From an optimization exercise on the open Yosys and OpenROAD flow, aimed at small area, a short achievable clock period and few clock cycles; shortcuts taken in it are not production practice.
No functional check of the RTL was part of any run shown here.
No activity file was given, so power comes from the tool's default toggle rates.

==> flow/design.v <==
`timescale 1ns / 1ps
module ALU (
    input  [31:0] a,
    input  [31:0] b,
    input         sub,
    input         op_and,
    input         op_or,
    output [31:0] y
);
wire [31:0] bb = b ^ {32{sub}};
wire [31:0] s;
KSAdd #(.W(32)) add_u (.a(a), .b(bb), .ci(sub), .s(s));
wire op_sum = ~op_and & ~op_or;
assign y = ({32{op_and}} & (a & b)) | ({32{op_or}} & (a | b)) | ({32{op_sum}} & s);
endmodule
module KSAdd #(parameter W = 32) (
    input  [W-1:0] a,
    input  [W-1:0] b,
    input          ci,
    output [W-1:0] s
);
localparam L = $clog2(W + 1);
wire [W:0] g0 = {a & b, ci};
wire [W:0] p0 = {a ^ b, 1'b0};
wire [W:0] g [0:L];
wire [W:0] p [0:L];
assign g[0] = g0;
assign p[0] = p0;
genvar k, i;
generate
    for (k = 0; k < L; k = k + 1) begin : lvl
        for (i = 0; i <= W; i = i + 1) begin : bit_
            if (i >= (1 << k)) begin : comb
                assign g[k+1][i] = g[k][i] | (p[k][i] & g[k][i - (1 << k)]);
                assign p[k+1][i] = p[k][i] & p[k][i - (1 << k)];
            end else begin : pass
                assign g[k+1][i] = g[k][i];
                assign p[k+1][i] = p[k][i];
            end
        end
    end
endgenerate
assign s = p0[W:1] ^ g[L][W-1:0];
endmodule
`timescale 1ns / 1ps
module RegFile (
    input         clk,
    input  [4:0]  ra1,
    input  [4:0]  ra2,
    output [31:0] rd1,
    output [31:0] rd2,
    input         we,
    input  [4:0]  wa,
    input  [31:0] wd
);
reg [31:0] regmemory [0:31];
assign rd1 = regmemory[ra1];
assign rd2 = regmemory[ra2];
always @(posedge clk)
    if (we) regmemory[wa] <= wd;
endmodule
`timescale 1ns / 1ps
module top_module(
    input clk,
    input reset,
    output [9:0] mem_addr,
    output [31:0] mem_wdata,
    output mem_we,
    input [31:0] mem_rdata
    );
reg  [9:0]  addr;       
reg  [9:0]  rpc;        
reg         mcyc;       
reg         we;         
reg  [31:0] wd;         
reg         m_lw;       
reg  [4:0]  m_dest;     
reg         x_wb;       
reg         x_lw, x_sw, x_beq;
reg         x_sub, x_and, x_or;
reg         x_fa, x_fb;  
reg         x_la, x_lb;  
reg  [4:0]  x_dest;
reg  [9:0]  x_imm;
reg  [9:0]  x_btgt;
reg  [31:0] A, B;
reg         w_v;
reg  [4:0]  w_dest;
reg  [31:0] WR;
assign mem_addr  = addr;
assign mem_we    = we;
assign mem_wdata = wd;
wire [31:0] ins  = mem_rdata;
wire [5:0]  op   = ins[31:26];
wire [4:0]  f_rs = ins[25:21];
wire [4:0]  f_rt = ins[20:16];
wire [4:0]  f_rd = ins[15:11];
wire [5:0]  fn   = ins[5:0];
wire f_r    = (op == 6'b000000);
wire f_addi = (op == 6'b001000);
wire f_lw   = (op == 6'b100011);
wire f_sw   = (op == 6'b101011);
wire f_beq  = (op == 6'b000100);
wire f_j    = (op == 6'b000010);
wire [31:0] opa = x_fa ? WR : A;
wire [31:0] opb = x_fb ? WR : B;
wire [31:0] alu;
ALU alu_u (.a(opa), .b(opb), .sub(x_sub), .op_and(x_and), .op_or(x_or), .y(alu));
wire        x_eq     = (opa == opb);
wire        redirect = x_beq & x_eq;
wire        x_mem    = x_lw | x_sw;
wire [9:0]  daddr    = opa[9:0] + x_imm;
wire [31:0] rf1, rf2;
wire        rf_we = mcyc ? m_lw : w_v;
wire [4:0]  rf_wa = mcyc ? m_dest : w_dest;
wire [31:0] rf_wd = mcyc ? mem_rdata : WR;
RegFile regfile (.clk(clk), .ra1(f_rs), .ra2(f_rt), .rd1(rf1), .rd2(rf2),
                 .we(rf_we), .wa(rf_wa), .wd(rf_wd));
wire        x_prod = x_wb;                  
wire        wbyp1  = w_v & (w_dest == f_rs);
wire        wbyp2  = w_v & (w_dest == f_rt);
wire [31:0] f_a    = wbyp1 ? WR : rf1;
wire [31:0] f_b    = f_addi ? {{16{ins[15]}}, ins[15:0]} : (wbyp2 ? WR : rf2);
wire [9:0]  addr_p1 = addr + 10'd1;
wire [9:0]  f_btgt;
KSAdd #(.W(10)) btgt_u (.a(addr), .b(ins[9:0]), .ci(1'b1), .s(f_btgt));
wire        f_bsame = f_beq & (f_rs == f_rt);    
wire [9:0]  f_next  = f_j ? ins[9:0] : f_bsame ? f_btgt : addr_p1;
always @(posedge clk) begin
    w_dest <= x_dest;
    WR     <= alu;
end
always @(posedge clk) begin
    wd     <= opb;       
    m_dest <= x_dest;
    m_lw   <= x_lw;
    if (reset) begin
        addr  <= 10'd0;
        mcyc  <= 1'b0;
        we    <= 1'b0;
        x_wb  <= 1'b0;
        x_lw  <= 1'b0;
        x_sw  <= 1'b0;
        x_beq <= 1'b0;
        w_v   <= 1'b0;
    end else if (mcyc) begin
        addr   <= rpc;
        mcyc   <= 1'b0;
        we     <= 1'b0;
        w_v    <= 1'b0;
        if (x_la) A <= mem_rdata;
        if (x_lb) B <= mem_rdata;
    end else begin
        if (redirect) begin
            addr <= x_btgt;
        end else if (x_mem) begin
            addr <= daddr;
            rpc  <= f_next;
        end else begin
            addr <= f_next;
        end
        mcyc   <= x_mem;
        we     <= x_sw;
        w_v    <= x_wb;
        x_wb   <= ~redirect & (f_r | f_addi);
        x_lw   <= ~redirect & f_lw;
        x_sw   <= ~redirect & f_sw;
        x_beq  <= ~redirect & f_beq & ~f_bsame;
        x_sub  <= f_r & (fn == 6'b100010);
        x_and  <= f_r & (fn == 6'b100100);
        x_or   <= f_r & (fn != 6'b100000) & (fn != 6'b100010) & (fn != 6'b100100);
        x_fa   <= x_prod & (x_dest == f_rs);
        x_fb   <= x_prod & (x_dest == f_rt) & ~f_addi;
        x_la   <= x_lw & (x_dest == f_rs);
        x_lb   <= x_lw & (x_dest == f_rt) & ~f_addi;
        x_dest <= f_r ? f_rd : f_rt;
        x_imm  <= ins[9:0];
        x_btgt <= f_btgt;
        A <= f_a;
        B <= f_b;
    end
end
endmodule
==> flow/flow/run.sh <==
#!/bin/bash
set -euo pipefail
bash standard.sh SETUP_SLACK_MARGIN=5.6 finish > make.log 2>&1
==> flow/standard.sh <==
#!/bin/bash
# synth_recipe.tcl (not shown) runs the flow's synth.tcl, then flattens the netlist and writes it again
# the make line also repeats each setting of config.mk as NAME=value (left out here)
make -C /OpenROAD-flow-scripts/flow DESIGN_CONFIG=/design/flow/config.mk WORK_HOME=/design/flow/orfs CLKGATE_MAP_FILE= SYNTH_SCRIPT=/design/flow/synth_recipe.tcl "${@:-finish}"
==> flow/config.mk <==
export PLATFORM = sky130hd
export DESIGN_NAME = top_module
export DESIGN_NICKNAME = top_module
export VERILOG_FILES = /design/flow/design.v
export SDC_FILE = /design/flow/constraint.sdc
export NUM_CORES = 4
export LEC_CHECK = 0
export ABC_CLOCK_PERIOD_IN_PS = 3000
export CAP_MARGIN = 20
export CORE_MARGIN = 2
export CORE_UTILIZATION = 40
export PLACE_DENSITY = 0.6
export SETUP_SLACK_MARGIN = 5
export SLEW_MARGIN = 20
==> flow/constraint.sdc <==
create_clock -name core_clock -period 9.0 [get_ports {clk}]
set_input_delay 1.8000 -clock core_clock [delete_from_list [all_inputs] [get_ports {clk}]]
set_output_delay 1.8000 -clock core_clock [all_outputs]
set_load 0.01 [all_outputs]
==> results of run 1 <==
==> area by class of cell <==
cell class                 instances  area (um^2)  share of cell area, %
antenna                            1        2.502               0.003467
clock buffer                     139         3127                  4.332
clock inverter                    88        970.9                  1.345
inverter                         113        436.7                 0.6050
multi-input combinational       1859        24800                  34.36
sequential                      1217        35690                  49.45
tap                             2016         2522                  3.495
timing repair buffer             339         4628                  6.412
==> state kept, by name, indices dropped and copies added (netlist names), 5 cells and up <==
register,cells
regfile.regmemory,1024
A,32
B,32
WR,32
wd,32
addr,10
rpc,10
x_btgt,10
x_imm,10
w_dest,5
x_dest,5
==> cells in the mapped netlist, drive strengths merged, types with 5 or more instances <==
cell type / number
nand4: 10
o21a: 6
mux4: 640
a21oi: 105
nor2b: 10
xor2: 43
mux2i: 140
o21ai: 145
or3: 7
xnor2: 94
edfxtp: 1130
nand2b: 12
nor2: 134
inv: 112
nor3b: 8
and3: 8
nand2: 156
a211oi: 6
nand3: 25
clkbuf: 144
o221ai: 30
a21o: 25
dfxtp: 87
buf: 98
nor3: 21
and2: 10
nor4: 11
ha: 114
a31oi: 6
o211ai: 5
nand3b: 5
mux2: 24
==> worst max path at each step <==
stage,to,slack (ns),cells past startpoint,start
4_1_cts,regfile.regmemory[19][28]$_DFFE_PP_,5.30,4,w_v$_SDFF_PN0_
3_3_place_gp,addr[3]$_SDFF_PP0_,3.72,12,mem_rdata[21]
5_1_grt,WR[28]$_DFF_P_,5.21,16,x_fb$_DFFE_PP_
3_5_place_dp,addr[3]$_SDFF_PP0_,3.70,12,mem_rdata[21]
6_report,WR[22]$_DFF_P_,5.34,15,x_fb$_DFFE_PP_
2_1_floorplan,B[16]$_DFFE_PP_,5.19,9,mem_rdata[16]
==> worst max-delay path: stages (launching register included) <==
cell      delay, ns
edfxtp_1       0.50
buf_12         0.19
buf_6          0.11
mux2i_4        0.18
xnor2_1        0.15
ha_2           0.24
or3b_4         0.42
o32ai_4        0.30
nor2_4         0.08
a31oi_4        0.22
nor3_4         0.09
a31oi_4        0.20
nor2b_4        0.07
o41ai_4        0.42
xor2_1         0.21
o221ai_1       0.13
==> cells by family (layout without fill, tap and decap cells) <==
group	count (synthesis)	after routing	share of synthesized area, %
multiplexers	804	804	26.83
XOR/XNOR	137	137	1.997
AO/OA/AOI/OAI	369	369	3.840
flip-flops	1217	1217	59.38
adder cells (fa/ha/maj)	115	115	2.407
AND/OR/NAND/NOR	430	434	3.272
buffers and inverters	355	679	2.278
other	0	1	0
==> metrics by stage <==
stage               setup WS (ns)  hold slack (ns)  instances  power [mW]  util, %
floorplan                   5.186           0.3886       3427       9.179        -
global placement            3.715           0.4429       5356       10.11    42.63
detailed placement          3.703           0.4345       5356       10.14    42.63
CTS                         5.302           0.4547       5671       15.63    46.88
global route                5.210           0.4784       5772       16.46    48.31
finish                      5.337           0.4515       5772       15.93    48.31
==> power groups by stage <==
| stage | logic (mW) | clock network, mW | registers (mW) |
|---|---|---|---|
| 2_1_floorplan | 1.94 | 0 | 7.24 |
| 3_3_place_gp | 2.74 | 0 | 7.36 |
| 3_5_place_dp | 2.77 | 0 | 7.37 |
| 4_1_cts | 3.03 | 5.34 | 7.25 |
| 5_1_grt | 3.61 | 5.57 | 7.29 |
| 6_report | 3.37 | 5.29 | 7.27 |
==> layer usage <==
metal	part of all wire, %	track usage (%)	up-vias
met4	3.3	7.806	0
li1	-	-	14546
met1	38	33.81	19382
met2	49	41.51	2150
met5	0	0	-
met3	9.9	4.477	350
==> what timing repair did <==
item,CTS,global route
hold endpoints to repair,0,0
pin swaps,44,69
buffers inserted,53,73
setup endpoints to repair,215,708
hold buffers,0,0
gates resized for setup,243,164
gates cloned,35,27
==> impl_metrics.ini, run 1 <==
[outcome]
outcome = timing/DRC/antenna clean

[timing]
fin_skew_ns = 0.03620
slew_headroom_pct = 25.17
tightest_slew_ns = 1.122
hold_viol_final = 0
final.setup.tns_ns = 0
rsz0062_at_grt = yes
period_needed_ns = 3.663
finalCritPeriodShare_pct = 40.70
slew_viol_final = 0
setup_violations = 0
max_freq_mhz = 273.0

[die]
coreArea_um2 = 149400
pin_count = 77
dieArea_um2 = 153300
fp.dieW_um = 391.6
row_count = 142
initial_core_util_pct = 40.21
dieHeight_um = 391.6

[final_layout]
final_area_um2 = 72180
final_cell_mix = 1130 x edfxtp_1, 640 x mux4_2, 153 x nand2_1
synthToLayoutAreaGrowth_pct = 20.14
final_common_cell = edfxtp_1
n_fill_cell = 12269
drive_gt1_share_pct = 36.43
fin_nets = 3800

[critical_path]
startpoint_type = flop
crit_required_ns = 9.61
reg2reg_depth = 15
regToRegStartpoint = x_fb$_DFFE_PP_
worstPathMaxFanout = 4
cp-end-kind = flop
path_class = flop to flop
r2r_slack_ns = 5.34
reg2reg_to = WR[22]$_DFF_P_
cp.arrival_ns = 4.27

[yosys]
synthArstFlopShare_pct = 0
synth_edf_count = 1130
synth_cell_types = 77
netlist_area_um2 = 60080
synth_cells = 3427
synth_top_cell_area_share_pct = 56.48
yosysTopAreaCell = edfxtp_1
synth_seq_area_share_pct = 59.38
avgSynthCellArea_um2 = 17.53
synth_top_flop_cell = edfxtp_1
synthesis.nets = 3576
ys_ff_latch = 1217
synth_area_leaders = edfxtp_1 56%, mux4_2 24%, dfxtp_1 2.9%
yosysWarnings = 4

[place]
place_congestion = 0.8420
io_buffers = 76
dp_hpwl_um = 103500
placed_area_um2 = 63700

[global_route]
grt_pass1_vias = 35226
antenna_found_initial = 2
grt.total_usage_pct = 25.09
overflow = 0
grt_pass1_wl_um = 268700
grt_start_max_net_pins = 74

[clock_tree]
cts-root-buf = clkbuf_16
cts_buffers = 121
htreeDepth = 3
clk_latency_ns = 0.77
clk_pin_slew_ns = 0.07
tritoncts = done
cts_buffer_depth = 3
clock_sinks = 1217

[routing]
vias_per_cell = 6.311
ant_nets = 0
wl_per_cell_um = 34.41
wirelength_um = 198600
post-route-drc-count = 0
dr_total_vias = 36428
firstDrtPassIters = 8
drt_iter0_markers = 5311

[power]
p_clk_share_pct = 33.2
seqPwrFrac_pct = 45.7
p_comb_share_pct = 21.1
p_leak_nw = 24.05
peakVddDrop_v = 0.0001718
p_sw_mw = 4.565
powerDensity_nw_per_um2 = 220.6
p_int_mw = 11.36
p_sw_share_pct = 28.67

[worst_hold_path]
holdCritStartpoint = x_dest[1]$_DFFE_PP_
whs_path_depth = 0
hold_path_end = w_dest[1]$_DFF_P_
hold_class = flop to flop

[job]
cap_violations = 0
==> inputs of run 2 (changes only) <==
==> flow/design.v (replaced) <==
`timescale 1ns / 1ps
module ALU (
    input  [31:0] a,
    input  [31:0] b,
    input         sub,
    input         op_and,
    input         op_or,
    output [31:0] y
);
wire [31:0] sum = a + (b ^ {32{sub}}) + {31'b0, sub};
assign y = op_and ? (a & b) : op_or ? (a | b) : sum;
endmodule
`timescale 1ns / 1ps
module RegFile (
    input         clk,
    input  [4:0]  ra1,
    input  [4:0]  ra2,
    output [31:0] rd1,
    output [31:0] rd2,
    input         we,
    input  [4:0]  wa,
    input  [31:0] wd
);
reg [31:0] regmemory [0:31];
assign rd1 = regmemory[ra1];
assign rd2 = regmemory[ra2];
always @(posedge clk)
    if (we) regmemory[wa] <= wd;
endmodule
`timescale 1ns / 1ps
module top_module(
    input clk,
    input reset,
    output [9:0] mem_addr,
    output [31:0] mem_wdata,
    output mem_we,
    input [31:0] mem_rdata
    );
reg  [9:0]  addr;       
reg  [9:0]  rpc;        
reg         mcyc;       
reg         we;         
reg  [31:0] wd;         
reg         m_lw;       
reg  [4:0]  m_dest;     
reg         x_wb;       
reg         x_lw, x_sw, x_beq;
reg         x_sub, x_and, x_or;
reg         x_bimm;     
reg  [4:0]  x_dest, x_rs, x_rt;
reg  [9:0]  x_imm;
reg  [9:0]  x_btgt;
reg  [31:0] A, B;
assign mem_addr  = addr;
assign mem_we    = we;
assign mem_wdata = wd;
wire [31:0] ins  = mem_rdata;
wire [5:0]  op   = ins[31:26];
wire [4:0]  f_rs = ins[25:21];
wire [4:0]  f_rt = ins[20:16];
wire [4:0]  f_rd = ins[15:11];
wire [5:0]  fn   = ins[5:0];
wire f_r    = (op == 6'b000000);
wire f_addi = (op == 6'b001000);
wire f_lw   = (op == 6'b100011);
wire f_sw   = (op == 6'b101011);
wire f_beq  = (op == 6'b000100);
wire f_j    = (op == 6'b000010);
wire [31:0] alu;
ALU alu_u (.a(A), .b(B), .sub(x_sub), .op_and(x_and), .op_or(x_or), .y(alu));
wire        x_eq     = (A == B);
wire        redirect = x_beq & x_eq;
wire        x_mem    = x_lw | x_sw;
wire [9:0]  daddr    = A[9:0] + x_imm;
wire [31:0] rf1, rf2;
wire        rf_we = mcyc ? m_lw : x_wb;
wire [4:0]  rf_wa = mcyc ? m_dest : x_dest;
wire [31:0] rf_wd = mcyc ? mem_rdata : alu;
RegFile regfile (.clk(clk), .ra1(f_rs), .ra2(f_rt), .rd1(rf1), .rd2(rf2),
                 .we(rf_we), .wa(rf_wa), .wd(rf_wd));
wire        byp1 = x_wb & (x_dest == f_rs);
wire        byp2 = x_wb & (x_dest == f_rt);
wire [31:0] f_a  = byp1 ? alu : rf1;
wire [31:0] f_b  = f_addi ? {{16{ins[15]}}, ins[15:0]} : (byp2 ? alu : rf2);
wire [9:0]  addr_p1 = addr + 10'd1;
wire [9:0]  f_next  = f_j ? ins[9:0] : addr_p1;
always @(posedge clk) begin
    wd     <= B;
    m_dest <= x_dest;
    m_lw   <= x_lw;
    if (reset) begin
        addr  <= 10'd0;
        mcyc  <= 1'b0;
        we    <= 1'b0;
        x_wb  <= 1'b0;
        x_lw  <= 1'b0;
        x_sw  <= 1'b0;
        x_beq <= 1'b0;
    end else if (mcyc) begin
        addr <= rpc;
        mcyc <= 1'b0;
        we   <= 1'b0;
        if (m_lw && m_dest == x_rs) A <= mem_rdata;
        if (m_lw && m_dest == x_rt && !x_bimm) B <= mem_rdata;
    end else begin
        if (redirect) begin
            addr <= x_btgt;
        end else if (x_mem) begin
            addr <= daddr;
            rpc  <= f_next;
        end else begin
            addr <= f_next;
        end
        mcyc  <= x_mem;
        we    <= x_sw;
        x_wb  <= ~redirect & (f_r | f_addi);
        x_lw  <= ~redirect & f_lw;
        x_sw  <= ~redirect & f_sw;
        x_beq <= ~redirect & f_beq;
        x_sub <= f_r & (fn == 6'b100010);
        x_and <= f_r & (fn == 6'b100100);
        x_or  <= f_r & (fn != 6'b100000) & (fn != 6'b100010) & (fn != 6'b100100);
        x_bimm <= f_addi;
        x_dest <= f_r ? f_rd : f_rt;
        x_rs   <= f_rs;
        x_rt   <= f_rt;
        x_imm  <= ins[9:0];
        x_btgt <= addr_p1 + ins[9:0];
        A <= f_a;
        B <= f_b;
    end
end
endmodule
==> flow/run.sh (new file) <==
#!/bin/bash
# synth_recipe.tcl (not shown) runs the flow's synth.tcl, then flattens the netlist and writes it again
# the make line also repeats each setting of config.mk as NAME=value (left out here)
make -C /OpenROAD-flow-scripts/flow DESIGN_CONFIG=/design/flow/config.mk WORK_HOME=/design/flow/orfs CLKGATE_MAP_FILE= SYNTH_SCRIPT=/design/flow/synth_recipe.tcl finish
removed: flow/flow/run.sh
removed: flow/standard.sh
==> run 2 against run 1 <==
Worst setup slack got worse by 0.35 ns. Global-route usage fell by 0.71 points. First-iteration DRC count fell by 6.5%. Still clean on timing, DRC and antenna. Fmax fell by 8.8%. Critical endpoint is now regfile.regmemory[19][19]$_DFFE_PP_. Register-to-register slack got worse by 0.35 ns. Via count fell by 4.9%. Clock skew rose by 0.0015 ns. Combinational power fell by 44%. Area after synthesis fell by 2.6%. Routed wire length fell by 6.5%.
==> impl_metrics.ini, run 2 <==
[global_route]
antenna_found_initial = 3
grt_start_max_net_pins = 82
overflow = 0
grt_pass1_wl_um = 258100
grtUsageMet1_pct = 33.74
use_met3_pct = 4.836
grt.total_usage_pct = 24.38
grt_use_met2_pct = 38.58
busiest_layer = met2
grt_pass1_vias = 33679

[place]
io_buffers = 76
placed_area_um2 = 61890
placed_cells = 5094
place_congestion = 0.9111
place_ws_ns = 3.634
dp_hpwl_um = 103000

[yosys]
synth_seq_area_share_pct = 60.22
synth_top_cell_area_share_pct = 58.37
synth_area_leaders = edfxtp_1 58%, mux4_2 25%, ha_1 2.5%
netlist_area_um2 = 58500
yosysMostFrequentCell = edfxtp_1
synth_cells = 3239
synthXorXnorAreaFrac_pct = 1.392
synth_edf_count = 1137
muxShareOfSynthArea_pct = 26.39
synth_top_flop_cell = edfxtp_1
ys_top_cells_by_count = 1137 x edfxtp_1, 640 x mux4_2, 156 x nand2_1, 123 x nor2_1
ys_ff_latch = 1191
synth_compound_area_share_pct = 3.931
synthArstFlopShare_pct = 0
synthesis.nets = 3392
avgSynthCellArea_um2 = 18.06
synth_cell_types = 78
synth_simple_gate_area_share_pct = 3.251
synth_top_family_by_area = multiplexers
yosysTopAreaCell = edfxtp_1
synthAdderAreaFrac_pct = 2.584
yosysWarnings = 2

[critical_path]
path_class = flop to flop
worstPathMaxFanout = 32
regToRegStartpoint = x_sub$_DFFE_PP_
endpoint = regfile.regmemory[19][19]$_DFFE_PP_
cp.arrival_ns = 4.43
cp-end-kind = flop
startpoint_type = flop
crit_required_ns = 9.41
r2r_slack_ns = 4.98
reg2reg_to = regfile.regmemory[19][19]$_DFFE_PP_
cp-startpoint = x_sub$_DFFE_PP_
reg2reg_depth = 10

[worst_hold_path]
hold_class = flop to flop

[clock_tree]
htreeDepth = 3
clk_latency_ns = 0.76
cts-root-buf = clkbuf_16
cts_buffer_depth = 3
tritoncts = done
cts_buffers = 117
clock_sinks = 1191
clk_pin_slew_ns = 0.07
cts_hold_buffers = 0

[final_layout]
regMostFlops = regfile.regmemory
synthToLayoutAreaGrowth_pct = 14.94
fin_nets = 3504
n_fill_cell = 12199
register_area_um2 = 35230
final_cell_mix = 1137 x edfxtp_1, 640 x mux4_2, 153 x nand2_1
final_area_um2 = 67240
final_cells = 5374
utilization_pct = 46.25
multi_input_area_um2 = 22830
drive_gt1_share_pct = 32.11
largest_register_ffs = 1024
final_common_cell = edfxtp_1

[die]
dieHeight_um = 386.4
fp.dieW_um = 386.4
initial_core_util_pct = 40.23
coreArea_um2 = 145400
row_count = 140
pin_count = 77
dieArea_um2 = 149300

[routing]
wl_per_cell_um = 34.56
firstDrtPassIters = 6
ant_nets = 0
drt_iter0_markers = 4966
vias_per_cell = 6.449
wirelength_um = 185700
post-route-drc-count = 0
dr_total_vias = 34658

[timing]
setup_violations = 0
slew_headroom_pct = 26.26
max_freq_mhz = 249.0
rsz0062_at_grt = yes
final.hold.worst_slack_ns = 0.4497
hold_viol_final = 0
period_needed_ns = 4.017
slew_viol_final = 0
finalCritPeriodShare_pct = 44.63
setup_ws_ns = 4.983
tightest_slew_ns = 1.106
final.setup.tns_ns = 0
fin_skew_ns = 0.03772

[power]
p_leak_nw = 21.75
powerDensity_nw_per_um2 = 201.2
peakVddDrop_v = 0.0001561
total_power_mw = 13.53

[job]
cap_violations = 0

[outcome]
outcome = timing/DRC/antenna clean
-- run 2: per-layer routing --
metal | up-vias | routed length, um
li1 | 13808 | -
met5 | - | 0
met1 | 18462 | 72980
met3 | 340 | 19130
met4 | 0 | 6589
met2 | 2048 | 87050
-- run 2: how the worst min path moves through the flow --
stage	from	endpoint	slack [ns]	depth (start not counted)
after floorplan	x_lw$_SDFFE_PP0N_	m_lw$_DFF_P_	0.36	0
after global placement	B[27]$_DFFE_PP_	wd[27]$_DFF_P_	0.44	0
after detailed placement	x_lw$_SDFFE_PP0N_	m_lw$_DFF_P_	0.44	0
after CTS	x_lw$_SDFFE_PP0N_	m_lw$_DFF_P_	0.45	0
after global routing	x_lw$_SDFFE_PP0N_	m_lw$_DFF_P_	0.46	0
final	x_lw$_SDFFE_PP0N_	m_lw$_DFF_P_	0.45	0
-- run 2: logic make-up (layout without fill, tap and decap cells) --
group / count (synthesis) / count (layout)
xor gates and xnor gates: 93 / 93
buffers and inverters: 315 / 520
AOI/OAI and AO/OA: 367 / 377
other: 0 / 3
muxes: 737 / 737
adders and majority gates: 119 / 119
DFF: 1191 / 1191
and+or+nand+nor: 417 / 417
-- run 2: timing repair --
action                     in CTS  in global routing
cloned                         11                  6
buffers inserted               19                 17
resized for setup              63                 48
setup endpoints to repair     956                901
pin swaps                      19                 15
-- run 2: critical path, cell delays in order (launching register included) --
cell	delay (ns)
edfxtp_1	0.43
buf_12	0.20
xor2_1	0.18
ha_1	0.36
nand2_1	0.12
o41ai_1	0.52
a22oi_1	0.27
a21boi_1	0.39
mux2i_1	0.29
o311ai_2	0.32
mux2_2	0.58
-- run 2: layout make-up --
cell class / count / area share, %
sequential: 1191 / 52.39
multi-input combinational: 1743 / 33.96
clock buffer: 143 / 4.764
timing repair buffer: 205 / 3.582
tap: 1917 / 3.567
clock inverter: 79 / 1.204
inverter: 93 / 0.5210
antenna: 3 / 0.01117
-- run 2: report_power, final --
group	switching (mW)	internal (mW)
clock	2.18	2.96
combinational	1.14	0.753
sequential	0.0829	6.41

[separate check: timing with driven ports]
Ports are ideal in the flow. The routed layouts listed here were re-timed in OpenROAD. Step 1: set_driving_cell puts a clkbuf_16 on clk and a buf_2 on each other input, an assumption about the parent block. Step 2 also shifts input and output timing later by t, the mid clock arrival at the registers, as if the neighbouring blocks saw the same clock. Slacks: ideal ports / drivers / drivers and shift; pairs: ideal ports / drivers.
run	t, ns	setup slack, ns	worst register clock-pin slew, ns
run 1	0.840	5.337 / 5.326 / 4.486	0.07 / 0.07
run 2	0.812	4.983 / 4.953 / 4.141	0.07 / 0.07
After both steps every run listed still meets setup and hold. The setup slack of run 1, which loses most, moves by -0.011 ns with the drivers and by -0.851 ns with both steps.
